What follows belongs to an exercise in optimizing a design on an open flow for small area; a production flow would make more cautious choices. At most, simulation tests tie the RTL to the original design; equivalence was not proved. The RTL of runs 1 to 3 was laid out without a check of its function. Power figures rest on the tool's default switching activity, not on a simulated workload.

[config.mk]
export PLATFORM = sky130hd
export DESIGN_NAME = ov5640_cfg_top
export DESIGN_NICKNAME = ov5640_cfg_top
export VERILOG_FILES = /design/flow/design.v
export SDC_FILE = /design/flow/constraint.sdc
export NUM_CORES = 4
export LEC_CHECK = 0
export CAP_MARGIN = 20
export CORE_MARGIN = 2
export CORE_UTILIZATION = 40
export SLEW_MARGIN = 20
[design.v]
module ov5640_cfg(
    input       [8:0]   a   ,
    output reg  [23:0]  q   
);
always @(*) begin
    case (a)
        9'd0: q = 24'h310311;
        9'd1: q = 24'h300882;
        9'd2: q = 24'h300842;
        9'd3: q = 24'h310303;
        9'd4: q = 24'h3017ff;
        9'd5: q = 24'h3018ff;
        9'd6: q = 24'h30341a;
        9'd7: q = 24'h303713;
        9'd8: q = 24'h310801;
        9'd9: q = 24'h363036;
        9'd10: q = 24'h36310e;
        9'd11: q = 24'h3632e2;
        9'd12: q = 24'h363312;
        9'd13: q = 24'h3621e0;
        9'd14: q = 24'h3704a0;
        9'd15: q = 24'h37035a;
        9'd16: q = 24'h371578;
        9'd17: q = 24'h371701;
        9'd18: q = 24'h370b60;
        9'd19: q = 24'h37051a;
        9'd20: q = 24'h390502;
        9'd21: q = 24'h390610;
        9'd22: q = 24'h39010a;
        9'd23: q = 24'h373112;
        9'd24: q = 24'h360008;
        9'd25: q = 24'h360133;
        9'd26: q = 24'h302d60;
        9'd27: q = 24'h362052;
        9'd28: q = 24'h371b20;
        9'd29: q = 24'h471c50;
        9'd30: q = 24'h3a1343;
        9'd31: q = 24'h3a1800;
        9'd32: q = 24'h3a19f8;
        9'd33: q = 24'h363513;
        9'd34: q = 24'h363603;
        9'd35: q = 24'h363440;
        9'd36: q = 24'h362201;
        9'd37: q = 24'h3c0134;
        9'd38: q = 24'h3c0428;
        9'd39: q = 24'h3c0598;
        9'd40: q = 24'h3c0600;
        9'd41: q = 24'h3c0708;
        9'd42: q = 24'h3c0800;
        9'd43: q = 24'h3c091c;
        9'd44: q = 24'h3c0a9c;
        9'd45: q = 24'h3c0b40;
        9'd46: q = 24'h381000;
        9'd47: q = 24'h381110;
        9'd48: q = 24'h381200;
        9'd49: q = 24'h370864;
        9'd50: q = 24'h400102;
        9'd51: q = 24'h40051a;
        9'd52: q = 24'h300000;
        9'd53: q = 24'h3004ff;
        9'd54: q = 24'h300e58;
        9'd55: q = 24'h302e00;
        9'd56: q = 24'h430061;
        9'd57: q = 24'h501f01;
        9'd58: q = 24'h440e00;
        9'd59: q = 24'h5000a7;
        9'd60: q = 24'h3a0f30;
        9'd61: q = 24'h3a1028;
        9'd62: q = 24'h3a1b30;
        9'd63: q = 24'h3a1e26;
        9'd64: q = 24'h3a1160;
        9'd65: q = 24'h3a1f14;
        9'd66: q = 24'h580023;
        9'd67: q = 24'h580114;
        9'd68: q = 24'h58020f;
        9'd69: q = 24'h58030f;
        9'd70: q = 24'h580412;
        9'd71: q = 24'h580526;
        9'd72: q = 24'h58060c;
        9'd73: q = 24'h580708;
        9'd74: q = 24'h580805;
        9'd75: q = 24'h580905;
        9'd76: q = 24'h580a08;
        9'd77: q = 24'h580b0d;
        9'd78: q = 24'h580c08;
        9'd79: q = 24'h580d03;
        9'd80: q = 24'h580e00;
        9'd81: q = 24'h580f00;
        9'd82: q = 24'h581003;
        9'd83: q = 24'h581109;
        9'd84: q = 24'h581207;
        9'd85: q = 24'h581303;
        9'd86: q = 24'h581400;
        9'd87: q = 24'h581501;
        9'd88: q = 24'h581603;
        9'd89: q = 24'h581708;
        9'd90: q = 24'h58180d;
        9'd91: q = 24'h581908;
        9'd92: q = 24'h581a05;
        9'd93: q = 24'h581b06;
        9'd94: q = 24'h581c08;
        9'd95: q = 24'h581d0e;
        9'd96: q = 24'h581e29;
        9'd97: q = 24'h581f17;
        9'd98: q = 24'h582011;
        9'd99: q = 24'h582111;
        9'd100: q = 24'h582215;
        9'd101: q = 24'h582328;
        9'd102: q = 24'h582446;
        9'd103: q = 24'h582526;
        9'd104: q = 24'h582608;
        9'd105: q = 24'h582726;
        9'd106: q = 24'h582864;
        9'd107: q = 24'h582926;
        9'd108: q = 24'h582a24;
        9'd109: q = 24'h582b22;
        9'd110: q = 24'h582c24;
        9'd111: q = 24'h582d24;
        9'd112: q = 24'h582e06;
        9'd113: q = 24'h582f22;
        9'd114: q = 24'h583040;
        9'd115: q = 24'h583142;
        9'd116: q = 24'h583224;
        9'd117: q = 24'h583326;
        9'd118: q = 24'h583424;
        9'd119: q = 24'h583522;
        9'd120: q = 24'h583622;
        9'd121: q = 24'h583726;
        9'd122: q = 24'h583844;
        9'd123: q = 24'h583924;
        9'd124: q = 24'h583a26;
        9'd125: q = 24'h583b28;
        9'd126: q = 24'h583c42;
        9'd127: q = 24'h583dce;
        9'd128: q = 24'h5180ff;
        9'd129: q = 24'h5181f2;
        9'd130: q = 24'h518200;
        9'd131: q = 24'h518314;
        9'd132: q = 24'h518425;
        9'd133: q = 24'h518524;
        9'd134: q = 24'h518609;
        9'd135: q = 24'h518709;
        9'd136: q = 24'h518809;
        9'd137: q = 24'h518975;
        9'd138: q = 24'h518a54;
        9'd139: q = 24'h518be0;
        9'd140: q = 24'h518cb2;
        9'd141: q = 24'h518d42;
        9'd142: q = 24'h518e3d;
        9'd143: q = 24'h518f56;
        9'd144: q = 24'h519046;
        9'd145: q = 24'h5191f8;
        9'd146: q = 24'h519204;
        9'd147: q = 24'h519370;
        9'd148: q = 24'h5194f0;
        9'd149: q = 24'h5195f0;
        9'd150: q = 24'h519603;
        9'd151: q = 24'h519701;
        9'd152: q = 24'h519804;
        9'd153: q = 24'h519912;
        9'd154: q = 24'h519a04;
        9'd155: q = 24'h519b00;
        9'd156: q = 24'h519c06;
        9'd157: q = 24'h519d82;
        9'd158: q = 24'h519e38;
        9'd159: q = 24'h548001;
        9'd160: q = 24'h548108;
        9'd161: q = 24'h548214;
        9'd162: q = 24'h548328;
        9'd163: q = 24'h548451;
        9'd164: q = 24'h548565;
        9'd165: q = 24'h548671;
        9'd166: q = 24'h54877d;
        9'd167: q = 24'h548887;
        9'd168: q = 24'h548991;
        9'd169: q = 24'h548a9a;
        9'd170: q = 24'h548baa;
        9'd171: q = 24'h548cb8;
        9'd172: q = 24'h548dcd;
        9'd173: q = 24'h548edd;
        9'd174: q = 24'h548fea;
        9'd175: q = 24'h54901d;
        9'd176: q = 24'h53811e;
        9'd177: q = 24'h53825b;
        9'd178: q = 24'h538308;
        9'd179: q = 24'h53840a;
        9'd180: q = 24'h53857e;
        9'd181: q = 24'h538688;
        9'd182: q = 24'h53877c;
        9'd183: q = 24'h53886c;
        9'd184: q = 24'h538910;
        9'd185: q = 24'h538a01;
        9'd186: q = 24'h538b98;
        9'd187: q = 24'h558006;
        9'd188: q = 24'h558340;
        9'd189: q = 24'h558410;
        9'd190: q = 24'h558910;
        9'd191: q = 24'h558a00;
        9'd192: q = 24'h558bf8;
        9'd193: q = 24'h501d40;
        9'd194: q = 24'h530008;
        9'd195: q = 24'h530130;
        9'd196: q = 24'h530210;
        9'd197: q = 24'h530300;
        9'd198: q = 24'h530408;
        9'd199: q = 24'h530530;
        9'd200: q = 24'h530608;
        9'd201: q = 24'h530716;
        9'd202: q = 24'h530908;
        9'd203: q = 24'h530a30;
        9'd204: q = 24'h530b04;
        9'd205: q = 24'h530c06;
        9'd206: q = 24'h502500;
        9'd207: q = 24'h300802;
        9'd208: q = 24'h303511;
        9'd209: q = 24'h303646;
        9'd210: q = 24'h3c0708;
        9'd211: q = 24'h382041;
        9'd212: q = 24'h382107;
        9'd213: q = 24'h381431;
        9'd214: q = 24'h381531;
        9'd215: q = 24'h380000;
        9'd216: q = 24'h380100;
        9'd217: q = 24'h380200;
        9'd218: q = 24'h380304;
        9'd219: q = 24'h38040a;
        9'd220: q = 24'h38053f;
        9'd221: q = 24'h380607;
        9'd222: q = 24'h38079b;
        9'd223: q = 24'h380803;
        9'd224: q = 24'h380920;
        9'd225: q = 24'h380a02;
        9'd226: q = 24'h380b58;
        9'd227: q = 24'h380c07;
        9'd228: q = 24'h380d68;
        9'd229: q = 24'h380e03;
        9'd230: q = 24'h380fd8;
        9'd231: q = 24'h381306;
        9'd232: q = 24'h361800;
        9'd233: q = 24'h361229;
        9'd234: q = 24'h370952;
        9'd235: q = 24'h370c03;
        9'd236: q = 24'h3a0217;
        9'd237: q = 24'h3a0310;
        9'd238: q = 24'h3a1417;
        9'd239: q = 24'h3a1510;
        9'd240: q = 24'h400402;
        9'd241: q = 24'h30021c;
        9'd242: q = 24'h3006c3;
        9'd243: q = 24'h471303;
        9'd244: q = 24'h440704;
        9'd245: q = 24'h460b35;
        9'd246: q = 24'h460c22;
        9'd247: q = 24'h483722;
        9'd248: q = 24'h382402;
        9'd249: q = 24'h5001a3;
        9'd250: q = 24'h350300;
        9'd251: q = 24'h303541;
        9'd252: q = 24'h303669;
        9'd253: q = 24'h3c0707;
        9'd254: q = 24'h382047;
        9'd255: q = 24'h382107;
        9'd256: q = 24'h381431;
        9'd257: q = 24'h381531;
        9'd258: q = 24'h380000;
        9'd259: q = 24'h380100;
        9'd260: q = 24'h380200;
        9'd261: q = 24'h3803fa;
        9'd262: q = 24'h38040a;
        9'd263: q = 24'h38053f;
        9'd264: q = 24'h380606;
        9'd265: q = 24'h3807a9;
        9'd266: q = 24'h380804;
        9'd267: q = 24'h380900;
        9'd268: q = 24'h380a02;
        9'd269: q = 24'h380bd0;
        9'd270: q = 24'h380c07;
        9'd271: q = 24'h380d64;
        9'd272: q = 24'h380e02;
        9'd273: q = 24'h380fe4;
        9'd274: q = 24'h381304;
        9'd275: q = 24'h361800;
        9'd276: q = 24'h361229;
        9'd277: q = 24'h370952;
        9'd278: q = 24'h370c03;
        9'd279: q = 24'h3a0202;
        9'd280: q = 24'h3a03e0;
        9'd281: q = 24'h3a0800;
        9'd282: q = 24'h3a096f;
        9'd283: q = 24'h3a0a00;
        9'd284: q = 24'h3a0b5c;
        9'd285: q = 24'h3a0e06;
        9'd286: q = 24'h3a0d08;
        9'd287: q = 24'h3a1402;
        9'd288: q = 24'h3a15e0;
        9'd289: q = 24'h400402;
        9'd290: q = 24'h30021c;
        9'd291: q = 24'h3006c3;
        9'd292: q = 24'h471303;
        9'd293: q = 24'h440704;
        9'd294: q = 24'h460b37;
        9'd295: q = 24'h460c20;
        9'd296: q = 24'h483716;
        9'd297: q = 24'h382404;
        9'd298: q = 24'h500183;
        9'd299: q = 24'h350300;
        9'd300: q = 24'h301602;
        9'd301: q = 24'h3b070a;
        9'd302: q = 24'h3b0083;
        9'd303: q = 24'h3b0000;
        default: q = 24'hxxxxxx;
    endcase
end
endmodule
`timescale 1ns/1ns
module ov5640_cfg_top(
    input               clk_50M     ,
    input               rst_n       ,
    output              cmos_reset  ,
    output              cmos_pwdn   ,
    output              cmos_sclk   ,
    output              cmos_sdat_o ,
    output              cmos_sdat_oe,
    output              cfg_done    
);
reg     [8:0]   c   ;
reg     [6:0]   t   ;
reg     [8:0]   x   ;
wire            pu   = x[8] & x[7]                  ;    
wire            fin  = x[8] & ~x[7] & x[5] & x[4]   ;    
wire            tick = &c                           ;
always @(posedge clk_50M or negedge rst_n) begin
    if (rst_n == 1'b0) begin
        c   <=  9'd256  ;
        t   <=  7'd12   ;
        x   <=  9'd476  ;
    end else begin
        c   <=  c + 1'd1    ;
        if (tick && !fin) begin
            if (t == 7'd78) begin
                t   <=  7'd0        ;
                x   <=  x + 1'd1    ;
            end else begin
                t   <=  t + 1'd1    ;
            end
        end
    end
end
wire    [24:0]  v = {x, t, c} ;
assign cmos_pwdn  = pu & (v < {9'd483, 7'd45, 9'd224}) ;
assign cmos_reset = ~(pu & (v < {9'd486, 7'd3, 9'd384})) ;
wire    [23:0]  q   ;
ov5640_cfg u_cfg (.a(x), .q(q)) ;
wire            hi  = c[8] ;     
wire    [6:0]   u   = t - 7'd3 ;             
reg             sd  ;
always @(*) begin
    case (u[6:1])
        6'd0 :  sd  =   ~u[0]   ;    
        6'd1 :  sd  =   1'b0    ;    
        6'd2 :  sd  =   1'b1    ;
        6'd3 :  sd  =   1'b1    ;
        6'd4 :  sd  =   1'b1    ;
        6'd5 :  sd  =   1'b1    ;
        6'd6 :  sd  =   1'b0    ;
        6'd7 :  sd  =   1'b0    ;
        6'd8 :  sd  =   1'b0    ;    
        6'd10:  sd  =   q[23]   ;
        6'd11:  sd  =   q[22]   ;
        6'd12:  sd  =   q[21]   ;
        6'd13:  sd  =   q[20]   ;
        6'd14:  sd  =   q[19]   ;
        6'd15:  sd  =   q[18]   ;
        6'd16:  sd  =   q[17]   ;
        6'd17:  sd  =   q[16]   ;
        6'd19:  sd  =   q[15]   ;
        6'd20:  sd  =   q[14]   ;
        6'd21:  sd  =   q[13]   ;
        6'd22:  sd  =   q[12]   ;
        6'd23:  sd  =   q[11]   ;
        6'd24:  sd  =   q[10]   ;
        6'd25:  sd  =   q[ 9]   ;
        6'd26:  sd  =   q[ 8]   ;
        6'd28:  sd  =   q[ 7]   ;
        6'd29:  sd  =   q[ 6]   ;
        6'd30:  sd  =   q[ 5]   ;
        6'd31:  sd  =   q[ 4]   ;
        6'd32:  sd  =   q[ 3]   ;
        6'd33:  sd  =   q[ 2]   ;
        6'd34:  sd  =   q[ 1]   ;
        6'd35:  sd  =   q[ 0]   ;
        6'd37:  sd  =   u[0]    ;    
        default: sd =   1'b1    ;
    endcase
end
wire            act = ~pu & (t >= 7'd3) & (t <= 7'd77) ;
assign cmos_sdat_o  = ~act | sd ;
assign cmos_sdat_oe = pu | ~(t == 7'd21 || t == 7'd22 || t == 7'd39 || t == 7'd40 ||
                             t == 7'd57 || t == 7'd58 || t == 7'd75 || t == 7'd76) ;
assign cmos_sclk    = pu | (hi ? ((t < 7'd4) | (t == 7'd78) | t[0])
                               : ((t < 7'd5) | ~t[0])) ;
assign cfg_done     = fin ;
endmodule
[run.sh]
#!/bin/bash
# synth_recipe.tcl (not shown) runs the flow's synth.tcl, then flattens the netlist and writes it again
# the make line also repeats each setting of config.mk as NAME=value (left out here)
make -C /OpenROAD-flow-scripts/flow DESIGN_CONFIG=/design/flow/config.mk WORK_HOME=/design/flow/orfs CLKGATE_MAP_FILE= SYNTH_SCRIPT=/design/flow/synth_recipe.tcl finish
[constraint.sdc]
create_clock -name core_clock -period 20.0 [get_ports {clk_50M}]
set_input_delay 4.0000 -clock core_clock [delete_from_list [all_inputs] [get_ports {clk_50M}]]
set_output_delay 4.0000 -clock core_clock [all_outputs]
set_load 0.01 [all_outputs]
==> results.toml, run 1 <==
[outcome]
status = "aborted with a tool error"
toolErrorMsg = "ERROR: TCL interpreter returned an error: Source files actually used in the design:"
stop_stage = "synthesis"

[synth]
yosys_warnings = 2
==> run 2: changes to the inputs <==
--- a/config.mk
+++ b/config.mk
@@ -6,4 +6,5 @@
 export NUM_CORES = 4
 export LEC_CHECK = 0
+export ABC_AREA = 1
 export CAP_MARGIN = 20
 export CORE_MARGIN = 2
==> run 2 against run 1 <==
Net effect:
- the run again fails in synthesis
==> results.toml, run 2 <==
[outcome]
toolErrorMsg = "ERROR: TCL interpreter returned an error: Source files actually used in the design:"
stop_stage = "synthesis"
status = "aborted with a tool error"

[synth]
yosys_warnings = 2
==> run 3: changes to the inputs <==
--- a/config.mk
+++ b/config.mk
@@ -11,2 +11,3 @@
 export CORE_UTILIZATION = 40
 export SLEW_MARGIN = 20
+export SYNTH_MEMORY_MAX_BITS = 16384
==> run 3 against run 2 <==
Net effect:
- the run now finishes clean
==> results.toml, run 3 <==
[worst_setup_path]
cp_data_arrival_time_ns = 5.23
crit_path_end_kind = "output port"
r2r_slack_ns = 16.81
reg2reg_to = "x[7]"
crit_path_max_fanout = 16
r2r_start = "x[4]"
cp-start-kind = "register"
crit_end = "cmos_sdat_o"
cp.required_ns = 16.00
worstSetupPathType = "register to output port"
reg2reg_depth = 8
critPathLaunch = "x[0]"

[route]
wl_per_cell_microns = 27.4
viasPerCell = 6.68
via_count = 10800
drc = 0
wl_microns = 44100
drt_iter0_markers = 2591
ant_nets = 0
drtPass1Iterations = 11

[pwr]
pwr-share-comb_pct = 1.3
clkPwrFrac_pct = 46.9
ir_worst_vdd_v = 0.0000626
power.internal_w = 0.0000781
sw_frac_of_total_pct = 20.1
p_leak_nw = 3.79
seqPwrFrac_pct = 51.8
p_per_area_nw_per_um2 = 13.6
netSwitchingPower_w = 0.0000196

[layout]
largestRegisters = "c: 9 flops, x: 9 flops, t: 7 flops"
num-nets-final = 1413
drive_gt1_share_pct = 3.84
mostFrequentLayoutCell = "nand2_1"
syn2layout_area_growth_pct = 2.61
mostFrequentLayoutCells = "nand2_1, nand3_1, nor2_1"

[grt]
grt-ovfl-total = 0
grt_max_degree = 78
track_usage_pct = 47.2
first_global_vias = 9604
grt_pass1_wl_microns = 63300
antenna_found_initial = 2

[synth]
ys_seq_elements = 25
synth-async-reset-ratio_pct = 100
synth_top_family_by_area = "simple AND/OR/NAND/NOR gates"
synth_top_area_share_pct = 33.0
ys_top_cells_by_count = "nand2_1, nand3_1, nor2_1"
synth_ff_type = "dfrtp_1"
synth_fp_nets = 1458
postSynthAreaPerCell_sq_um = 4.90
synth_top_cell_by_area = "nand2_1"
synth_compound_area_share_pct = 14.2
synth_xor_area_share_pct = 1.75
synth-seq-area-share_pct = 9.11
ys_types = 38
syn_inst = 1427
yosys_warnings = 2
synth_area_sq_um = 6990
synth_edf_count = 0
yosys.area_share.simple_pct = 58.5
synth_area_leaders = "nand2_1, nand3_1, nor2_1, o21ai_0, dfrtp_1"
synth_most_common_cell = "nand2_1"
synth_fa_ha_area_share_pct = 5.19
synthMuxAreaShare_pct = 0

[clocking]
holdBufCountCts = 0
path_clk_slew_ns = 0.07
clk_path_buf_depth = 2
clkLatencyLatePin_ns = 0.26
post_cts.repair.setup_buffers = 0
cts-htree-levels = 1
cts_tree = "done"
cts_resized = 0
clk_root_buffer_cell = "clkbuf_16"
numCtsBuffers = 3
cts_sinks = 25

[sta]
fin_skew_ns = 0.00416
setup_viol = 0
period_share_pct = 46.2
finalHoldViolations = 0
rsz0062_at_grt = "false"
max-slew-margin-rel_pct = 27.6
clock.fmax_ghz = 0.108
post-route-min-period_ns = 9.23
tightest_slew_ns = 1.08
timing.hold.ws_ns = 0.459
tns_ns = 0
slew_viol_final = 0

[job]
maxCapViolCount = 0

[floorplanning]
coreArea_sq_um = 17200
num_rows = 48
fp.dieW_microns = 136
die_area_sq_um = 18500
initial_core_util_pct = 40.7
die_h_microns = 136
io_pins = 8

[outcome]
status = "finished clean"

[placed_design]
place_congestion = 1.17
dp_hpwl_microns = 31600
port_buffers = 7

[worst_hold_path]
hold_class = "register to register"
-- run 3: final cells by class --
cell class,instances,area (sq um)
multi-input combinational,1219,5570
inverter,115,432
clock inverter,1,7.51
clock buffer,3,75.1
antenna,4,10.0
timing repair buffer,18,153
fill,2067,10000
tap,225,282
sequential,25,641
-- run 3: kinds of logic (layout without fill, tap and decap cells) --
family / after synthesis / after routing
adders and majority gates: 29 / 29
DFF: 25 / 25
AOI/OAI and AO/OA: 184 / 184
and+or+nand+nor: 992 / 992
buffers and inverters: 183 / 137
xor gates and xnor gates: 14 / 14
other: 0 / 4
-- run 3: power groups by stage --
stage               clock network (W)  registers (W)      logic (W)
CTS                         0.0000467      0.0000506     0.00000136
global placement                    0      0.0000515     0.00000135
finish                      0.0000458      0.0000506     0.00000129
global route                0.0000482      0.0000506     0.00000153
detailed placement                  0      0.0000515     0.00000136
floorplan                           0      0.0000515  0.00000000362
-- run 3: layer usage --
| metal | up-vias | GRT usage (%) | routed length [microns] |
|---|---|---|---|
| met5 | - | 0 | 0 |
| met4 | 0 | 26.7 | 3810 |
| met3 | 292 | 20.2 | 7780 |
| met2 | 1119 | 63.5 | 16300 |
| met1 | 4825 | 62.1 | 16200 |
| li1 | 4522 | - | - |
-- run 3: how the worst min path moves through the flow --
| stage | from | end | slack [ns] | depth (start not counted) |
|---|---|---|---|---|
| 6_report | c[0] | c[0] | 0.46 | 1 |
| 5_1_grt | c[0] | c[0] | 0.48 | 1 |
| 4_1_cts | c[0] | c[0] | 0.46 | 1 |
| 3_5_place_dp | c[0] | c[0] | 0.45 | 1 |
| 3_3_place_gp | c[0] | c[0] | 0.44 | 1 |
| 2_1_floorplan | c[0] | c[0] | 0.42 | 1 |
-- run 3: worst max-delay path, cell delays in order (launching register included) --
cell and delay [ns]:
dfrtp_1 0.89, clkinv_1 0.69, ha_1 0.58, nand2_1 0.50, nand2_1 0.42, nand2_1 0.21
nand2_1 0.08, nand2_1 0.14, nand3b_1 0.13, nand2_1 0.05, nand2_1 0.07, nand3_1 0.17
nand2_1 0.18, nand2_1 0.07, inv_1 0.05, nand2_1 0.05, nor2_1 0.14, nand2_1 0.07
clkdlybuf4s50_1 0.47
-- run 3: stage by stage --
stage                     power [W]  cell area, sq um  instances  util [%]  setup WS [ns]
after floorplan           0.0000515              6990       1427         -          13.48
after global placement    0.0000529              7080       1602      41.2          11.43
after detailed placement  0.0000529              7080       1602      41.2          11.41
after CTS                 0.0000987              7160       1606      41.7          11.11
after global routing       0.000100              7160       1606      41.7          10.78
final                     0.0000977              7170       1610      41.8          10.77
==> run 4: changes to the inputs <==
--- a/design.v
+++ b/design.v
@@ -336,11 +336,11 @@
         x   <=  9'd476  ;
     end else begin
-        c   <=  c + 1'd1    ;
+        c   <=  c ^ {&c[7:0], &c[6:0], &c[5:0], &c[4:0], &c[3:0], &c[2:0], &c[1:0], c[0], 1'b1} ;
         if (tick && !fin) begin
             if (t == 7'd78) begin
                 t   <=  7'd0        ;
-                x   <=  x + 1'd1    ;
+                x   <=  x ^ {&x[7:0], &x[6:0], &x[5:0], &x[4:0], &x[3:0], &x[2:0], &x[1:0], x[0], 1'b1} ;
             end else begin
-                t   <=  t + 1'd1    ;
+                t   <=  t ^ {&t[5:0], &t[4:0], &t[3:0], &t[2:0], &t[1:0], t[0], 1'b1} ;
             end
         end
@@ -348,52 +348,103 @@
 end
 wire    [24:0]  v = {x, t, c} ;
-assign cmos_pwdn  = pu & (v < {9'd483, 7'd45, 9'd224}) ;
-assign cmos_reset = ~(pu & (v < {9'd486, 7'd3, 9'd384})) ;
+function lt25;
+    input   [24:0]  a   ;
+    input   [24:0]  k   ;
+    integer         i   ;
+    reg             r   ;
+    begin
+        r   =   1'b0    ;
+        for (i = 0; i < 25; i = i + 1)
+            r   =   k[i] ? (~a[i] | r) : (~a[i] & r) ;
+        lt25    =   r   ;
+    end
+endfunction
+assign cmos_pwdn  = pu & lt25(v, {9'd483, 7'd45, 9'd224}) ;
+assign cmos_reset = ~(pu & lt25(v, {9'd486, 7'd3, 9'd384})) ;
 wire    [23:0]  q   ;
 ov5640_cfg u_cfg (.a(x), .q(q)) ;
 wire            hi  = c[8] ;     
-wire    [6:0]   u   = t - 7'd3 ;             
 reg             sd  ;
 always @(*) begin
-    case (u[6:1])
-        6'd0 :  sd  =   ~u[0]   ;    
-        6'd1 :  sd  =   1'b0    ;    
-        6'd2 :  sd  =   1'b1    ;
-        6'd3 :  sd  =   1'b1    ;
-        6'd4 :  sd  =   1'b1    ;
-        6'd5 :  sd  =   1'b1    ;
-        6'd6 :  sd  =   1'b0    ;
-        6'd7 :  sd  =   1'b0    ;
-        6'd8 :  sd  =   1'b0    ;    
-        6'd10:  sd  =   q[23]   ;
-        6'd11:  sd  =   q[22]   ;
-        6'd12:  sd  =   q[21]   ;
-        6'd13:  sd  =   q[20]   ;
-        6'd14:  sd  =   q[19]   ;
-        6'd15:  sd  =   q[18]   ;
-        6'd16:  sd  =   q[17]   ;
-        6'd17:  sd  =   q[16]   ;
-        6'd19:  sd  =   q[15]   ;
-        6'd20:  sd  =   q[14]   ;
-        6'd21:  sd  =   q[13]   ;
-        6'd22:  sd  =   q[12]   ;
-        6'd23:  sd  =   q[11]   ;
-        6'd24:  sd  =   q[10]   ;
-        6'd25:  sd  =   q[ 9]   ;
-        6'd26:  sd  =   q[ 8]   ;
-        6'd28:  sd  =   q[ 7]   ;
-        6'd29:  sd  =   q[ 6]   ;
-        6'd30:  sd  =   q[ 5]   ;
-        6'd31:  sd  =   q[ 4]   ;
-        6'd32:  sd  =   q[ 3]   ;
-        6'd33:  sd  =   q[ 2]   ;
-        6'd34:  sd  =   q[ 1]   ;
-        6'd35:  sd  =   q[ 0]   ;
-        6'd37:  sd  =   u[0]    ;    
-        default: sd =   1'b1    ;
+    case (t)
+        7'd3: sd = 1'b1 ;
+        7'd4: sd = 1'b0 ;
+        7'd5: sd = 1'b0 ;
+        7'd6: sd = 1'b0 ;
+        7'd7: sd = 1'b1 ;
+        7'd8: sd = 1'b1 ;
+        7'd9: sd = 1'b1 ;
+        7'd10: sd = 1'b1 ;
+        7'd11: sd = 1'b1 ;
+        7'd12: sd = 1'b1 ;
+        7'd13: sd = 1'b1 ;
+        7'd14: sd = 1'b1 ;
+        7'd15: sd = 1'b0 ;
+        7'd16: sd = 1'b0 ;
+        7'd17: sd = 1'b0 ;
+        7'd18: sd = 1'b0 ;
+        7'd19: sd = 1'b0 ;
+        7'd20: sd = 1'b0 ;
+        7'd21: sd = 1'b1 ;
+        7'd22: sd = 1'b1 ;
+        7'd23: sd = q[23] ;
+        7'd24: sd = q[23] ;
+        7'd25: sd = q[22] ;
+        7'd26: sd = q[22] ;
+        7'd27: sd = q[21] ;
+        7'd28: sd = q[21] ;
+        7'd29: sd = q[20] ;
+        7'd30: sd = q[20] ;
+        7'd31: sd = q[19] ;
+        7'd32: sd = q[19] ;
+        7'd33: sd = q[18] ;
+        7'd34: sd = q[18] ;
+        7'd35: sd = q[17] ;
+        7'd36: sd = q[17] ;
+        7'd37: sd = q[16] ;
+        7'd38: sd = q[16] ;
+        7'd39: sd = 1'b1 ;
+        7'd40: sd = 1'b1 ;
+        7'd41: sd = q[15] ;
+        7'd42: sd = q[15] ;
+        7'd43: sd = q[14] ;
+        7'd44: sd = q[14] ;
+        7'd45: sd = q[13] ;
+        7'd46: sd = q[13] ;
+        7'd47: sd = q[12] ;
+        7'd48: sd = q[12] ;
+        7'd49: sd = q[11] ;
+        7'd50: sd = q[11] ;
+        7'd51: sd = q[10] ;
+        7'd52: sd = q[10] ;
+        7'd53: sd = q[9] ;
+        7'd54: sd = q[9] ;
+        7'd55: sd = q[8] ;
+        7'd56: sd = q[8] ;
+        7'd57: sd = 1'b1 ;
+        7'd58: sd = 1'b1 ;
+        7'd59: sd = q[7] ;
+        7'd60: sd = q[7] ;
+        7'd61: sd = q[6] ;
+        7'd62: sd = q[6] ;
+        7'd63: sd = q[5] ;
+        7'd64: sd = q[5] ;
+        7'd65: sd = q[4] ;
+        7'd66: sd = q[4] ;
+        7'd67: sd = q[3] ;
+        7'd68: sd = q[3] ;
+        7'd69: sd = q[2] ;
+        7'd70: sd = q[2] ;
+        7'd71: sd = q[1] ;
+        7'd72: sd = q[1] ;
+        7'd73: sd = q[0] ;
+        7'd74: sd = q[0] ;
+        7'd75: sd = 1'b1 ;
+        7'd76: sd = 1'b1 ;
+        7'd77: sd = 1'b0 ;
+        default: sd = 1'b1 ;
     endcase
 end
-wire            act = ~pu & (t >= 7'd3) & (t <= 7'd77) ;
-assign cmos_sdat_o  = ~act | sd ;
+assign cmos_sdat_o  = pu | sd ;
 assign cmos_sdat_oe = pu | ~(t == 7'd21 || t == 7'd22 || t == 7'd39 || t == 7'd40 ||
                              t == 7'd57 || t == 7'd58 || t == 7'd75 || t == 7'd76) ;
==> flow/run.sh (new file) <==
#!/bin/bash
# Standard layout, except that the combinational logic of the standard
# synthesis is re-mapped for area before floorplanning: flow/resyn.tcl runs
# four ABC scripts (flow/resyn*.abc, different seeds) on the standard
# netlist, keeping its flip-flops, and the smallest result is laid out.
set -euo pipefail
W=$(pwd)
R=$W/orfs/results/sky130hd/ov5640_cfg_top/base
bash standard.sh synth > $W/synth_std.log 2>&1
cp $R/1_2_yosys.v $W/1_2_yosys_std.v
for s in 0 1 2 3; do
  RESYN_LIB=$FLOW_HOME/platforms/sky130hd/lib/sky130_fd_sc_hd__tt_025C_1v80.lib \
  RESYN_IN=$W/1_2_yosys_std.v RESYN_OUT=$W/1_2_yosys_resyn$s.v \
  RESYN_DONTUSE=$W/flow/dontuse.txt RESYN_ABC=$W/flow/resyn$s.abc \
    yosys -c $W/flow/resyn.tcl > $W/resyn$s.log 2>&1 &
done
wait
best=$(for s in 0 1 2 3; do
  a=$(grep 'Chip area' $W/1_2_yosys_resyn$s.v.stat | awk '{print $NF}') && echo "$a $s"
done | sort -g | head -1 | awk '{print $2}')
echo "areas:"; grep -H 'Chip area' $W/1_2_yosys_resyn*.v.stat; echo "using resyn$best"
cp $W/1_2_yosys_resyn$best.v $R/1_2_yosys.v
rm -f $R/1_synth.odb $R/1_synth.sdc
bash standard.sh synth > $W/synth_odb.log 2>&1
bash standard.sh finish > $W/finish.log 2>&1
==> flow/dontuse.txt (new file) <==
sky130_fd_sc_hd__probe_p_8 sky130_fd_sc_hd__probec_p_8 sky130_fd_sc_hd__lpflow_bleeder_1 sky130_fd_sc_hd__lpflow_clkbufkapwr_1 sky130_fd_sc_hd__lpflow_clkbufkapwr_16 sky130_fd_sc_hd__lpflow_clkbufkapwr_2 sky130_fd_sc_hd__lpflow_clkbufkapwr_4 sky130_fd_sc_hd__lpflow_clkbufkapwr_8 sky130_fd_sc_hd__lpflow_clkinvkapwr_1 sky130_fd_sc_hd__lpflow_clkinvkapwr_16 sky130_fd_sc_hd__lpflow_clkinvkapwr_2 sky130_fd_sc_hd__lpflow_clkinvkapwr_4 sky130_fd_sc_hd__lpflow_clkinvkapwr_8 sky130_fd_sc_hd__lpflow_decapkapwr_12 sky130_fd_sc_hd__lpflow_decapkapwr_3 sky130_fd_sc_hd__lpflow_decapkapwr_4 sky130_fd_sc_hd__lpflow_decapkapwr_6 sky130_fd_sc_hd__lpflow_decapkapwr_8 sky130_fd_sc_hd__lpflow_inputiso0n_1 sky130_fd_sc_hd__lpflow_inputiso0p_1 sky130_fd_sc_hd__lpflow_inputiso1n_1 sky130_fd_sc_hd__lpflow_inputiso1p_1 sky130_fd_sc_hd__lpflow_inputisolatch_1 sky130_fd_sc_hd__lpflow_isobufsrc_1 sky130_fd_sc_hd__lpflow_isobufsrc_16 sky130_fd_sc_hd__lpflow_isobufsrc_2 sky130_fd_sc_hd__lpflow_isobufsrc_4 sky130_fd_sc_hd__lpflow_isobufsrc_8 sky130_fd_sc_hd__lpflow_isobufsrckapwr_16 sky130_fd_sc_hd__lpflow_lsbuf_lh_hl_isowell_tap_1 sky130_fd_sc_hd__lpflow_lsbuf_lh_hl_isowell_tap_2 sky130_fd_sc_hd__lpflow_lsbuf_lh_hl_isowell_tap_4 sky130_fd_sc_hd__lpflow_lsbuf_lh_isowell_4 sky130_fd_sc_hd__lpflow_lsbuf_lh_isowell_tap_1 sky130_fd_sc_hd__lpflow_lsbuf_lh_isowell_tap_2 sky130_fd_sc_hd__lpflow_lsbuf_lh_isowell_tap_4
==> flow/resyn.tcl (new file) <==
# Re-map the combinational logic of the standard synthesis netlist with a
# stronger ABC script. Flip-flops (and tie cells) are kept as they are, with
# their instance names, cell types and connections.
yosys -import
set lib $::env(RESYN_LIB)
read_liberty -overwrite -setattr liberty_cell -ignore_miss_func $lib
read_verilog $::env(RESYN_IN)
hierarchy -top $::env(FLOW_TOP)
foreach m [split [string trim [tee -q -s result.string select -list-mod =A:liberty_cell]] "\n"] {
  if {[string match "*__df*" $m] || [string match "*__conb*" $m]} { setattr -mod -set blackbox 1 $m }
}
flatten
opt_clean
set du ""
set f [open $::env(RESYN_DONTUSE)]
foreach c [split [string trim [read $f]] " "] { append du " -dont_use $c" }
close $f
eval abc -liberty $lib $du -script $::env(RESYN_ABC)
opt_clean -purge
read_liberty -overwrite -lib $lib
hilomap -singleton -hicell sky130_fd_sc_hd__conb_1 HI -locell sky130_fd_sc_hd__conb_1 LO
splitnets
opt_clean -purge
insbuf -buf sky130_fd_sc_hd__buf_4 A X
check -assert
tee -o $::env(RESYN_OUT).stat stat -liberty $lib
write_verilog -noattr -nohex -nodec $::env(RESYN_OUT)
==> flow/resyn0.abc (new file) <==
strash
&get -n
&deepsyn -T 60 -S 0
&dch -f
&nf -R 1000 -F 8 -A 4
&put
strash
&get -n
&dch -f
&nf -R 1000 -F 8 -A 4
&put
strash
&get -n
&dch -f
&nf -R 1000 -F 8 -A 4
&put
topo
==> flow/resyn1.abc (new file) <==
strash
&get -n
&deepsyn -T 60 -S 1
&dch -f
&nf -R 1000 -F 8 -A 4
&put
strash
&get -n
&dch -f
&nf -R 1000 -F 8 -A 4
&put
strash
&get -n
&dch -f
&nf -R 1000 -F 8 -A 4
&put
topo
==> flow/resyn2.abc (new file) <==
strash
&get -n
&deepsyn -T 60 -S 2
&dch -f
&nf -R 1000 -F 8 -A 4
&put
strash
&get -n
&dch -f
&nf -R 1000 -F 8 -A 4
&put
strash
&get -n
&dch -f
&nf -R 1000 -F 8 -A 4
&put
topo
==> flow/resyn3.abc (new file) <==
strash
&get -n
&deepsyn -T 60 -S 3
&dch -f
&nf -R 1000 -F 8 -A 4
&put
strash
&get -n
&dch -f
&nf -R 1000 -F 8 -A 4
&put
strash
&get -n
&dch -f
&nf -R 1000 -F 8 -A 4
&put
topo
==> standard.sh (new file) <==
#!/bin/bash
# synth_recipe.tcl (not shown) runs the flow's synth.tcl, then flattens the netlist and writes it again
# the make line also repeats each setting of config.mk as NAME=value (left out here)
make -C /OpenROAD-flow-scripts/flow DESIGN_CONFIG=/design/flow/config.mk WORK_HOME=/design/flow/orfs CLKGATE_MAP_FILE= SYNTH_SCRIPT=/design/flow/synth_recipe.tcl "${@:-finish}"
--- a/config.mk
+++ b/config.mk
@@ -8,6 +8,10 @@
 export ABC_AREA = 1
 export CAP_MARGIN = 20
+export CELL_PAD_IN_SITES_DETAIL_PLACEMENT = 1
+export CELL_PAD_IN_SITES_GLOBAL_PLACEMENT = 1
 export CORE_MARGIN = 2
-export CORE_UTILIZATION = 40
+export CORE_UTILIZATION = 30
+export GPL_TIMING_DRIVEN = 0
+export PLACE_DENSITY = 0.45
 export SLEW_MARGIN = 20
 export SYNTH_MEMORY_MAX_BITS = 16384
removed: run.sh
==> run 4 against run 3 <==
Net effect:
- die area fell by 12%
- setup slack lost 1.6 ns
- hold slack better by 0.029 ns
- cell area down 30%
- largest power group unchanged
- critical path type unchanged
- core utilization fell by 8.4 points
- via count down 28%
- critical path depth shrank 5
- still clean
- non-clock buffer count shrank 9
- highest routed layer unchanged
==> results.toml, run 4 <==
[floorplanning]
die_h_microns = 128
io_pins = 8
initial_core_util_pct = 30.4
fp.dieW_microns = 128
coreArea_sq_um = 15100
die_area_sq_um = 16300
num_rows = 45

[clocking]
cts_resized = 0
clk_root_buffer_cell = "clkbuf_16"
cts-htree-levels = 1
path_clk_slew_ns = 0.07
holdBufCountCts = 0
cts_tree = "done"
cts_sinks = 25
clkLatencyLatePin_ns = 0.27
numCtsBuffers = 3
clk_path_buf_depth = 2
post_cts.repair.setup_buffers = 0

[worst_setup_path]
cp-start-kind = "register"
reg2reg_to = "x[4]"
path_cells = "clkinv_1 > nor2_2 > nor2_1 > nor2_1 > nor3_1 > o21ai_0 > a31oi_1 > nor4_1 > a21oi_1 > o22ai_1 > a21oi_1 > o21ai_0 > clkdlybuf4s50_1"
crit_path_max_fanout = 25
r2r_start = "x[4]"
worstSetupPathType = "register to output port"
crit_end = "cmos_sdat_o"
r2r_slack_ns = 16.02
cp.required_ns = 16.00
cp_data_arrival_time_ns = 6.84
cp_slowest_stage_delay_ns = 1.12
crit_path_end_kind = "output port"
critPathLaunch = "x[1]"
reg2reg_depth = 11
crit_path_top_delay_cell = "dfrtp_1"

[worst_hold_path]
hold_class = "register to register"
hold_start = "c[1]"

[synth]
syn_inst = 766
yosys_warnings = 2
synth_fp_nets = 768
postSynthAreaPerCell_sq_um = 5.98
synth_area_sq_um = 4580

[grt]
grt_max_degree = 79
grt_pass1_wl_microns = 50800
first_global_vias = 7287
track_usage_pct = 42.5
grt-ovfl-total = 0
antenna_found_initial = 2

[placed_design]
port_buffers = 7
dp_hpwl_microns = 24300
placed_area_sq_um = 4960
place_congestion = 1.10
place_ws_ns = 10.00

[sta]
clock.fmax_ghz = 0.0922
finalHoldViolations = 0
rsz0062_at_grt = "false"
tightest_slew_ns = 1.36
setup_slack_ns = 9.16
setup_viol = 0
post-route-min-period_ns = 10.84
fin_skew_ns = 0.00270
tns_ns = 0
slew_viol_final = 0
period_share_pct = 54.2
max-slew-margin-rel_pct = 8.45

[layout]
drive_gt1_share_pct = 3.08
num-nets-final = 782
mostFrequentLayoutCells = "nand2_1, o21ai_0, nor2_1"
largestRegisters = "c: 9 flops, x: 9 flops, t: 7 flops"
stdcell_area_sq_um = 5040
fillers = 2014
mostFrequentLayoutCell = "nand2_1"
syn2layout_area_growth_pct = 9.93
fin_util_pct = 33.4

[pwr]
p_leak_nw = 1.68
sw_frac_of_total_pct = 20.9
netSwitchingPower_w = 0.0000206
pwr-share-comb_pct = 1.1
ir_worst_vdd_v = 0.0000269
seqPwrFrac_pct = 51.3
power.internal_w = 0.0000781
p_total_w = 0.0000987
p_per_area_nw_per_um2 = 19.6
clkPwrFrac_pct = 47.6

[route]
ant_nets = 0
wl_microns = 35600
drt_iter0_markers = 1759
drc = 0
wl_per_cell_microns = 36.8
via_count = 7765
viasPerCell = 8.02
drtPass1Iterations = 7

[job]
maxCapViolCount = 0

[outcome]
status = "finished clean"
run 4: cell count changes in the layout (fill, tap and decap cells not counted), sizes merged, moves of 10 or more:
cell / before / now
a211oi: 0 / 15
a21oi: 55 / 91
a31oi: 6 / 34
and3: 0 / 10
ha: 29 / 0
inv: 113 / 0
nand2: 620 / 117
nand3: 184 / 27
nor2: 150 / 113
nor3: 15 / 46
o21ai: 96 / 109
o22ai: 4 / 19
run 4: final cells by class:
cell class	instances	area, sq um	area share (%)
Inverter	10	37.5	0.745
Sequential cell	25	643	12.8
Timing Repair Buffer	9	100	1.99
Multi-Input combinational cell	731	3940	78.2
Antenna cell	1	2.50	0.0497
Clock buffer	4	78.8	1.56
Tap cell	188	235	4.67
run 4: critical path, delay by kind of cell (launching register included):
kind	cells	cell delay (ns)
flops	1	1.12
simple gates	5	3.02
compound gates	6	1.09
buf+inv	2	1.30
run 4: per-stage QoR:
| stage | hold slack (ns) | cells |
|---|---|---|
| 6_report | 0.488 | 968 |
| 5_1_grt | 0.504 | 967 |
| 4_1_cts | 0.495 | 967 |
| 3_5_place_dp | 0.481 | 963 |
| 3_3_place_gp | 0.469 | 961 |
| 2_1_floorplan | 0.454 | 766 |
run 4: worst min path at each step:
stage / cells past startpoint / to / slack (ns)
finish: 1 / c[1] / 0.49
CTS: 1 / c[1] / 0.49
floorplan: 2 / c[4] / 0.45
global route: 1 / c[3] / 0.50
detailed placement: 1 / c[0] / 0.48
global placement: 1 / c[1] / 0.47
run 4: power by group through the flow:
| stage | logic [W] | registers (W) | clock network [W] |
|---|---|---|---|
| 6_report | 0.00000107 | 0.0000506 | 0.0000470 |
| 3_5_place_dp | 0.00000126 | 0.0000515 | 0 |
| 2_1_floorplan | 0.00000000129 | 0.0000515 | 0 |
| 5_1_grt | 0.00000125 | 0.0000506 | 0.0000495 |
| 4_1_cts | 0.00000126 | 0.0000506 | 0.0000478 |
| 3_3_place_gp | 0.00000116 | 0.0000515 | 0 |
run 4: metal layers:
layer	part of all wire (%)	GRT usage (%)	wire, microns
met1	37	54.1	13300
met4	8.6	25.2	3080
met2	37	57.6	13300
met3	17	20.5	5890
met5	0	0	0
==> run 5: changes to the inputs <==
==> flow/run.sh (replaced) <==
#!/bin/bash
# Standard layout, except that the combinational logic of the standard
# synthesis is re-mapped for area before floorplanning. flow/resyn.tcl runs
# an ABC script on a netlist, keeping its flip-flops (names, cells and
# connections) as they are. Eight scripts (flow/resyn*.abc, deepsyn with
# different seeds) run on the standard netlist; four more (flow/refine*.abc)
# run on the smallest result; the smallest of all is laid out.
set -euo pipefail
W=$(pwd)
R=$W/orfs/results/sky130hd/ov5640_cfg_top/base
LIB=$FLOW_HOME/platforms/sky130hd/lib/sky130_fd_sc_hd__tt_025C_1v80.lib
bash standard.sh synth > $W/synth_std.log 2>&1
cp $R/1_2_yosys.v $W/1_2_yosys_std.v
resyn() {  # input netlist, output name, abc script
  RESYN_LIB=$LIB RESYN_IN=$1 RESYN_OUT=$W/$2.v RESYN_DONTUSE=$W/flow/dontuse.txt \
  RESYN_ABC=$3 yosys -c $W/flow/resyn.tcl > $W/$2.log 2>&1 || true
}
smallest() {  # names -> the one with the smallest area
  for n in "$@"; do
    a=$(grep 'Chip area' $W/$n.v.stat 2>/dev/null | awk '{print $NF}') && [ -n "$a" ] && echo "$a $n"
  done | sort -g | head -1 | awk '{print $2}'
}
for s in 0 1 2 3; do resyn $W/1_2_yosys_std.v resyn$s $W/flow/resyn$s.abc & done; wait
for s in 4 5 6 7; do resyn $W/1_2_yosys_std.v resyn$s $W/flow/resyn$s.abc & done; wait
b1=$(smallest resyn0 resyn1 resyn2 resyn3 resyn4 resyn5 resyn6 resyn7)
for s in 0 1 2 3; do resyn $W/$b1.v refine$s $W/flow/refine$s.abc & done; wait
best=$(smallest $b1 refine0 refine1 refine2 refine3)
grep -H 'Chip area' $W/*.v.stat > $W/resyn_areas.txt
echo "using $best" >> $W/resyn_areas.txt
cp $W/$best.v $R/1_2_yosys.v
rm -f $R/1_synth.odb $R/1_synth.sdc
bash standard.sh synth > $W/synth_odb.log 2>&1
bash standard.sh finish > $W/finish.log 2>&1
==> flow/refine0.abc (new file) <==
strash
&get -n
&deepsyn -T 60 -S 20
&dch -f
&nf -R 1000 -F 8 -A 4
&put
strash
&get -n
&dch -f
&nf -R 1000 -F 8 -A 4
&put
strash
&get -n
&dch -f
&nf -R 1000 -F 8 -A 4
&put
topo
==> flow/refine1.abc (new file) <==
strash
&get -n
&deepsyn -T 60 -S 21
&dch -f
&nf -R 1000 -F 8 -A 4
&put
strash
&get -n
&dch -f
&nf -R 1000 -F 8 -A 4
&put
strash
&get -n
&dch -f
&nf -R 1000 -F 8 -A 4
&put
topo
==> flow/refine2.abc (new file) <==
strash
&get -n
&deepsyn -T 60 -S 22
&dch -f
&nf -R 1000 -F 8 -A 4
&put
strash
&get -n
&dch -f
&nf -R 1000 -F 8 -A 4
&put
strash
&get -n
&dch -f
&nf -R 1000 -F 8 -A 4
&put
topo
==> flow/refine3.abc (new file) <==
strash
&get -n
&deepsyn -T 60 -S 23
&dch -f
&nf -R 1000 -F 8 -A 4
&put
strash
&get -n
&dch -f
&nf -R 1000 -F 8 -A 4
&put
strash
&get -n
&dch -f
&nf -R 1000 -F 8 -A 4
&put
topo
==> flow/resyn4.abc (new file) <==
strash
&get -n
&deepsyn -T 60 -S 4
&dch -f
&nf -R 1000 -F 8 -A 4
&put
strash
&get -n
&dch -f
&nf -R 1000 -F 8 -A 4
&put
strash
&get -n
&dch -f
&nf -R 1000 -F 8 -A 4
&put
topo
==> flow/resyn5.abc (new file) <==
strash
&get -n
&deepsyn -T 60 -S 5
&dch -f
&nf -R 1000 -F 8 -A 4
&put
strash
&get -n
&dch -f
&nf -R 1000 -F 8 -A 4
&put
strash
&get -n
&dch -f
&nf -R 1000 -F 8 -A 4
&put
topo
==> flow/resyn6.abc (new file) <==
strash
&get -n
&deepsyn -T 60 -S 6
&dch -f
&nf -R 1000 -F 8 -A 4
&put
strash
&get -n
&dch -f
&nf -R 1000 -F 8 -A 4
&put
strash
&get -n
&dch -f
&nf -R 1000 -F 8 -A 4
&put
topo
==> flow/resyn7.abc (new file) <==
strash
&get -n
&deepsyn -T 60 -S 7
&dch -f
&nf -R 1000 -F 8 -A 4
&put
strash
&get -n
&dch -f
&nf -R 1000 -F 8 -A 4
&put
strash
&get -n
&dch -f
&nf -R 1000 -F 8 -A 4
&put
topo
--- a/config.mk
+++ b/config.mk
@@ -12,4 +12,5 @@
 export CORE_MARGIN = 2
 export CORE_UTILIZATION = 30
+export CTS_BUF_LIST = sky130_fd_sc_hd__clkbuf_4 sky130_fd_sc_hd__clkbuf_8
 export GPL_TIMING_DRIVEN = 0
 export PLACE_DENSITY = 0.45
==> run 5 against run 4 <==
Net effect:
- still clean
- total power down 14%
- combinational power is essentially flat
- cell area down 0.60%
- sequential share of layout area rose by 0.076 points
- first-iteration DRC count fell by 3.4%
- critical path depth unchanged
- register-to-register slack got worse by 0.02 ns
- flip-flop and latch count unchanged
- critical endpoint unchanged
- highest routed layer unchanged
==> results.toml, run 5 <==
[synth]
syn_inst = 766
synth_fp_nets = 768
yosys_warnings = 2
postSynthAreaPerCell_sq_um = 5.98
synth_area_sq_um = 4580

[floorplanning]
die_h_microns = 128
fp.dieW_microns = 128
die_area_sq_um = 16300
num_rows = 45
coreArea_sq_um = 15100
io_pins = 8
initial_core_util_pct = 30.4

[route]
drt_iter0_markers = 1699
viasPerCell = 8.06
wl_microns = 35600
drtPass1Iterations = 6
ant_nets = 0
drc = 0
wl_per_cell_microns = 36.8
via_count = 7806

[worst_setup_path]
crit_path_end_kind = "output port"
crit_end = "cmos_sdat_o"
r2r_start = "x[4]"
worstSetupPathType = "register to output port"
critPathLaunch = "x[1]"
r2r_slack_ns = 16.00
reg2reg_depth = 11
cp_data_arrival_time_ns = 6.81
crit_path_max_fanout = 25
cp-start-kind = "register"
cp_slowest_stage_delay_ns = 1.13
cp.required_ns = 16.00
crit_path_top_delay_cell = "dfrtp_1"
path_cells = "clkinv_1 > nor2_2 > nor2_1 > nor2_1 > nor3_1 > o21ai_0 > a31oi_1 > nor4_1 > a21oi_1 > o22ai_1 > a21oi_1 > o21ai_0 > clkdlybuf4s50_1"
reg2reg_to = "x[4]"

[clocking]
cts_sinks = 25
holdBufCountCts = 0
post_cts.repair.setup_buffers = 0
clk_root_buffer_cell = "clkbuf_8"
cts-htree-levels = 1
clk_path_buf_depth = 2
cts_resized = 0
numCtsBuffers = 3
path_clk_slew_ns = 0.09
cts_tree = "done"
clkLatencyLatePin_ns = 0.28

[job]
maxCapViolCount = 0

[layout]
num-nets-final = 782
syn2layout_area_growth_pct = 9.28
drive_gt1_share_pct = 3.21
largestRegisters = "c: 9 flops, x: 9 flops, t: 7 flops"
mostFrequentLayoutCells = "nand2_1, o21ai_0, nor2_1"
mostFrequentLayoutCell = "nand2_1"
multiInputGateArea_sq_um = 3940
regArea_sq_um = 643
fillers = 2010

[sta]
timing.hold.ws_ns = 0.491
rsz0062_at_grt = "false"
tightest_slew_ns = 1.40
tns_ns = 0
post-route-min-period_ns = 10.81
fin_skew_ns = 0.00350
slew_viol_final = 0
period_share_pct = 54.1
finalHoldViolations = 0
setup_viol = 0
max-slew-margin-rel_pct = 5.75
clock.fmax_ghz = 0.0925

[grt]
first_global_vias = 7277
antenna_found_initial = 2
grt_max_degree = 79
track_usage_pct = 42.5
grt_pass1_wl_microns = 50800
grt-ovfl-total = 0

[worst_hold_path]
hold_start = "c[1]"
hold_class = "register to register"

[placed_design]
dp_hpwl_microns = 24300
port_buffers = 7
place_congestion = 1.10

[pwr]
ir_worst_vdd_v = 0.0000191
p_leak_nw = 1.66
p_per_area_nw_per_um2 = 17.0

[outcome]
status = "finished clean"
[run 5: layout make-up]
class | count | share of cell area [%]
clock buffers | 4 | 0.974
flip-flops and latches | 25 | 12.8
inverters | 10 | 0.749
well taps | 188 | 4.70
multi-input cells | 731 | 78.7
repair buffers | 9 | 2.00
diodes | 1 | 0.0500
[run 5: where the power goes]
part / leakage, nW / internal, W / switching (W)
Clock: 0.0262 / 0.0000157 / 0.0000178
Sequential: 0.300 / 0.0000506 / 0
Combinational: 1.34 / 0.0000000699 / 0.00000101
Total: 1.66 / 0.0000664 / 0.0000188
[run 5: worst min-delay path by stage]
stage / to / slack (ns) / cells past startpoint
floorplan: c[4] / 0.45 / 2
global placement: c[1] / 0.47 / 1
detailed placement: c[0] / 0.48 / 1
CTS: c[1] / 0.50 / 1
global route: c[3] / 0.51 / 1
finish: c[1] / 0.49 / 1
[run 5: metrics by stage]
stage	utilization, %	std cells	power [W]	cell area [sq um]	worst slack [ns]
final	33.2	968	0.0000851	5010	9.19
after detailed placement	32.9	963	0.0000528	4960	10.00
after CTS	33.2	967	0.0000863	5010	9.68
after global routing	33.2	967	0.0000878	5010	9.18
after floorplan	-	766	0.0000515	4580	12.16
after global placement	32.4	961	0.0000527	4890	8.76
[run 5: metal layers]
metal	track usage, %	share of wire [%]	up-vias
met5	0	0	-
met2	58.0	37	807
met3	19.6	16	262
met4	25.5	9.0	0
li1	-	-	3039
met1	54.0	38	3698
[run 5: worst max-delay path: cells and delay by family, from the launching register on]
family          cells  cell delay [ns]
compound gates      6             1.11
buf+inv             2             1.30
simple gates        5             2.94
flops               1             1.13
==> run 6: changes to the inputs <==
--- a/flow/resyn.tcl
+++ b/flow/resyn.tcl
@@ -22,5 +22,5 @@
 splitnets
 opt_clean -purge
-insbuf -buf sky130_fd_sc_hd__buf_4 A X
+insbuf -buf sky130_fd_sc_hd__buf_1 A X
 check -assert
 tee -o $::env(RESYN_OUT).stat stat -liberty $lib
--- a/config.mk
+++ b/config.mk
@@ -11,8 +11,8 @@
 export CELL_PAD_IN_SITES_GLOBAL_PLACEMENT = 1
 export CORE_MARGIN = 2
-export CORE_UTILIZATION = 30
+export CORE_UTILIZATION = 36
 export CTS_BUF_LIST = sky130_fd_sc_hd__clkbuf_4 sky130_fd_sc_hd__clkbuf_8
 export GPL_TIMING_DRIVEN = 0
-export PLACE_DENSITY = 0.45
+export PLACE_DENSITY = 0.5
 export SLEW_MARGIN = 20
 export SYNTH_MEMORY_MAX_BITS = 16384
==> run 6 against run 5 <==
Net effect:
- still clean on timing, DRC and antenna
- combinational power about the same
- die area down 16%
- first-iteration DRC count is 3.5% lower
- critical path type unchanged
==> results.toml, run 6 <==
[synth]
syn_inst = 766
synth_area_sq_um = 4580
yosys_warnings = 2
synth_fp_nets = 768
postSynthAreaPerCell_sq_um = 5.98

[clocking]
clk_path_buf_depth = 2
post_cts.repair.setup_buffers = 0
cts_resized = 0
numCtsBuffers = 3
cts-htree-levels = 1
clk_root_buffer_cell = "clkbuf_8"
cts_sinks = 25
cts_tree = "done"
path_clk_slew_ns = 0.09
holdBufCountCts = 0
clkLatencyLatePin_ns = 0.28

[route]
via_count = 7818
wl_per_cell_microns = 36.3
wl_microns = 34700
viasPerCell = 8.17
drc = 0
drt_iter0_markers = 1639
drtPass1Iterations = 7
ant_nets = 0

[worst_setup_path]
path_cells = "clkinv_1 > nor2_2 > nand2_1 > nand2_1 > nand2_1 > a21oi_1 > a31oi_1 > nor3_1 > o21ai_0 > o21ai_0 > a21oi_1 > nand4_1 > a311oi_1 > o21ai_0 > clkdlybuf4s50_1"
cp-start-kind = "register"
cp.required_ns = 16.00
critPathLaunch = "x[1]"
crit_path_top_delay_cell = "dfrtp_1"
crit_path_max_fanout = 25
cp_data_arrival_time_ns = 6.71
worstSetupPathType = "register to output port"
r2r_slack_ns = 16.30
r2r_start = "x[4]"
cp_slowest_stage_delay_ns = 1.08
reg2reg_depth = 11
crit_path_end_kind = "output port"

[placed_design]
place_congestion = 1.11
place_ws_ns = 10.45
dp_hpwl_microns = 23400
placed_cells = 949
port_buffers = 7

[sta]
rsz0062_at_grt = "false"
setup_slack_ns = 9.29
tns_ns = 0
period_share_pct = 53.6
finalHoldViolations = 0
post-route-min-period_ns = 10.71
clock.fmax_ghz = 0.0934
setup_viol = 0
tightest_slew_ns = 1.31
fin_skew_ns = 0.00147
max-slew-margin-rel_pct = 12.6
slew_viol_final = 0

[layout]
drive_gt1_share_pct = 3.83
syn2layout_area_growth_pct = 10.3
fin_cells = 957
num-nets-final = 787
largestRegisters = "c: 9 flops, x: 9 flops, t: 7 flops"
mostFrequentLayoutCell = "nand2_1"
mostFrequentLayoutCells = "nand2_1, o21ai_0, nor2_1"

[floorplanning]
die_area_sq_um = 13700
num_rows = 41
fp.dieW_microns = 117
die_h_microns = 117
coreArea_sq_um = 12500
io_pins = 8
initial_core_util_pct = 36.6

[pwr]
ir_worst_vdd_v = 0.0000167
p_per_area_nw_per_um2 = 16.7
p_leak_nw = 1.70

[grt]
grt_pass1_wl_microns = 49800
first_global_vias = 7215
track_usage_pct = 50.7
antenna_found_initial = 0
grt-ovfl-total = 0
grt_max_degree = 79

[worst_hold_path]
hold_class = "register to register"
whs_path_depth = 1
hold_start = "c[3]"

[outcome]
status = "finished clean"

[job]
maxCapViolCount = 0
[run 6: path summary, 6_finish.rpt]
path | to
worst max-delay path | cmos_sdat_o
worst min-delay path | c[3]
worst max register to register | x[4]
worst min register to register | c[3]
max in group asynchronous | x[5]
min in group asynchronous | c[3]
[run 6: critical path, delay by kind of cell (launching register included)]
| kind | cells | cell delay, ns |
|---|---|---|
| AND/OR/NAND/NOR | 6 | 2.53 |
| AO/OA/AOI/OAI | 7 | 1.49 |
| buffers and inverters | 2 | 1.30 |
| flip-flops | 1 | 1.08 |
[run 6: area by class of cell]
cell class	count	area, sq um
Inverter	10	37.5
Timing Repair Buffer	14	173
Antenna cell	1	2.50
Multi-Input combinational cell	731	3940
Clock buffer	4	48.8
Tap cell	172	215
Fill cell	1754	7460
Sequential cell	25	643
[run 6: metal layers]
metal | GRT usage [%] | part of all wire [%]
met1 | 65.0 | 37
met2 | 68.0 | 37
met3 | 27.2 | 17
met4 | 26.1 | 8.5
met5 | 0 | 0.11
[run 6: metrics by stage]
step	total power [W]	hold slack, ns	util, %	cell area, sq um
final	0.0000846	0.495	40.4	5060
after global routing	0.0000874	0.509	40.4	5050
after floorplan	0.0000515	0.454	-	4580
after detailed placement	0.0000527	0.479	39.6	4950
after global placement	0.0000526	0.469	38.9	4870
after CTS	0.0000850	0.496	40.0	5000
[run 6: report_power, final]
group / internal, W / leakage (nW) / total, W / switching, W
Combinational: 0.0000000699 / 1.38 / 0.00000105 / 0.000000974
Sequential: 0.0000506 / 0.300 / 0.0000506 / 0
Clock: 0.0000157 / 0.0262 / 0.0000330 / 0.0000173
==> run 7: changes to the inputs <==
--- a/config.mk
+++ b/config.mk
@@ -11,8 +11,8 @@
 export CELL_PAD_IN_SITES_GLOBAL_PLACEMENT = 1
 export CORE_MARGIN = 2
-export CORE_UTILIZATION = 36
+export CORE_UTILIZATION = 25
 export CTS_BUF_LIST = sky130_fd_sc_hd__clkbuf_4 sky130_fd_sc_hd__clkbuf_8
 export GPL_TIMING_DRIVEN = 0
-export PLACE_DENSITY = 0.5
+export PLACE_DENSITY = 0.4
 export SLEW_MARGIN = 20
 export SYNTH_MEMORY_MAX_BITS = 16384
==> run 7 against run 6 <==
Net effect:
- sequential power barely moved
- non-clock buffer count decreased by 2
- synthesized area is the same
- core utilization is 12 points lower
- highest routed layer unchanged
- first-iteration DRC count down 8.9%
- register-to-register slack got worse by 0.24 ns
- still clean on timing, DRC and antenna
- clock power is 3% lower
- combinational power barely moved
- fmax is 5.5% higher
==> results.toml, run 7 <==
[layout]
largestRegisters = "c: 9 flops, x: 9 flops, t: 7 flops"
mostFrequentLayoutCells = "nand2_1, o21ai_0, nor2_1"
syn2layout_area_growth_pct = 12.2
fillers = 2363
drive_gt1_share_pct = 3.58
mostFrequentLayoutCell = "nand2_1"
num-nets-final = 785
fin_util_pct = 28.6

[synth]
yosys_warnings = 2
synth_area_sq_um = 4580
syn_inst = 766
synth_fp_nets = 768
postSynthAreaPerCell_sq_um = 5.98

[sta]
period_share_pct = 50.8
fin_skew_ns = 0.00441
setup_viol = 0
clock.fmax_ghz = 0.0985
rsz0062_at_grt = "false"
post-route-min-period_ns = 10.16
max-slew-margin-rel_pct = 18.5
tns_ns = 0
slew_viol_final = 0
tightest_slew_ns = 1.22
finalHoldViolations = 0

[clocking]
clkLatencyLatePin_ns = 0.28
cts_sinks = 25
cts-htree-levels = 1
holdBufCountCts = 0
cts_resized = 0
numCtsBuffers = 3
clk_path_buf_depth = 2
path_clk_slew_ns = 0.09
cts_tree = "done"
clk_root_buffer_cell = "clkbuf_8"
post_cts.repair.setup_buffers = 0

[worst_setup_path]
crit_path_max_fanout = 31
worstSetupPathType = "register to output port"
crit_top_cell = "nor2_1"
crit_path_end_kind = "output port"
cp_data_arrival_time_ns = 6.16
path_cells = "clkinv_1 > nor2_2 > nor2_1 > nor3_1 > a31oi_1 > nor2_1 > nor2_1 > nor4_1 > a31oi_1 > nor3_1 > a21oi_1 > o2111ai_1 > a311oi_1 > o21ai_0 > clkdlybuf4s50_1"
cp-start-kind = "register"
cp.required_ns = 16.00
crit_path_top_delay_cell = "nor2_2"
cp_slowest_stage_delay_ns = 0.94

[placed_design]
place_congestion = 1.01
port_buffers = 7
dp_hpwl_microns = 26100

[grt]
antenna_found_initial = 0
first_global_vias = 7201
grt_max_degree = 76
track_usage_pct = 36.2
grt-ovfl-total = 0
grt_pass1_wl_microns = 52000

[route]
drt_iter0_markers = 1493
viasPerCell = 7.53
wl_microns = 36500
drc = 0
wl_per_cell_microns = 36.1
ant_nets = 0
drtPass1Iterations = 6
via_count = 7622

[job]
maxCapViolCount = 0

[outcome]
status = "finished clean"

[worst_hold_path]
hold_class = "register to register"

[pwr]
p_leak_nw = 1.70
p_per_area_nw_per_um2 = 16.3
ir_worst_vdd_v = 0.0000233

[floorplanning]
num_rows = 49
initial_core_util_pct = 25.5
die_area_sq_um = 19400
io_pins = 8
coreArea_sq_um = 18000
fp.dieW_microns = 139
die_h_microns = 139
[run 7: cell count changes in the layout (fill, tap and decap cells not counted), moves of 2 or more]
| cell | change |
|---|---|
| a2111oi_0 | +2 |
| buf_16 | +2 |
| buf_6 | -2 |
| nor2_4 | +2 |
[run 7: critical path: cells and delay by family, from the launching register on]
| kind | cells | cell delay, ns |
|---|---|---|
| AO/OA/AOI/OAI | 6 | 0.70 |
| flip-flops | 1 | 0.89 |
| AND/OR/NAND/NOR | 7 | 2.75 |
| buffers and inverters | 2 | 1.50 |
[run 7: area by class of cell]
cell class,count,area [sq um],area share [%]
Multi-Input combinational cell,731,3940,76.6
Sequential cell,25,643,12.5
Tap cell,229,287,5.57
Timing Repair Buffer,12,183,3.55
Clock buffer,4,48.8,0.949
Inverter,10,37.5,0.730
Antenna cell,1,2.50,0.0486
[run 7: stage by stage]
step | instances | setup slack [ns] | hold WS (ns) | cell area, sq um | total power, W
finish | 1012 | 9.84 | 0.500 | 5140 | 0.0000837
CTS | 1011 | 10.22 | 0.499 | 5140 | 0.0000861
detailed placement | 1007 | 10.55 | 0.482 | 5090 | 0.0000527
global route | 1011 | 9.88 | 0.515 | 5140 | 0.0000884
floorplan | 766 | 12.16 | 0.454 | 4580 | 0.0000515
global placement | 1002 | 8.41 | 0.469 | 4940 | 0.0000527
[run 7: per-layer routing]
metal	GRT usage (%)	vias up	share of wire [%]
li1	-	3041	-
met1	49.0	3701	40
met2	50.6	715	40
met3	13.1	163	14
met4	16.6	2	6.2
met5	2.76	-	0.19
[run 7: worst paths after layout]
path / cells past startpoint / to / from / slack [ns]
setup / recovery: 15 / cmos_sdat_o / x[0] / 9.84
max in group asynchronous: 1 / x[5] / rst_n / 15.88
min in group asynchronous: 1 / c[4] / rst_n / 3.70
hold reg to reg: 1 / c[3] / c[3] / 0.50
hold / removal: 1 / c[3] / c[3] / 0.50
setup reg to reg: 11 / x[4] / x[4] / 16.06
[run 7: power by group]
group | switching (W) | total, W | internal, W | leakage (nW)
clock network | 0.0000164 | 0.0000321 | 0.0000157 | 0.0262
logic | 0.000000965 | 0.00000104 | 0.0000000698 | 1.37
registers | 0 | 0.0000506 | 0.0000506 | 0.300
total | 0.0000174 | 0.0000837 | 0.0000663 | 1.70

## re-timing with driven ports
The flow's constraints put no driver on any port. The routed layouts listed below were extracted and timed again, unchanged, in two steps.
Step 1, drivers: a clkbuf_16 drives clk_50M and a buf_2 each remaining input, both assumed.
Step 2 moves the port delays by t, midway between the first and last clock arrival at a register: inputs arrive t later, outputs are due t later. That takes back most of the time a late clock gives input paths.
a / b / c = ideal / step 1 / step 2; a / b = the first two.
| run | t (ns) | slack for setup (ns) | worst setup path at the end | cell pins on the clock port's net |
|---|---|---|---|---|
| run 3 | 0.285 | 10.769 / 10.741 / 11.026 | register to output | 1 |
| run 4 | 0.301 | 9.160 / 9.126 / 9.428 | register to output | 1 |
| run 5 | 0.312 | 9.187 / 9.156 / 9.469 | register to output | 1 |
| run 6 | 0.310 | 9.289 / 9.260 / 9.570 | register to output | 1 |
| run 7 | 0.305 | 9.843 / 9.813 / 10.118 | register to output | 1 |
After both steps every run listed still meets setup and hold.
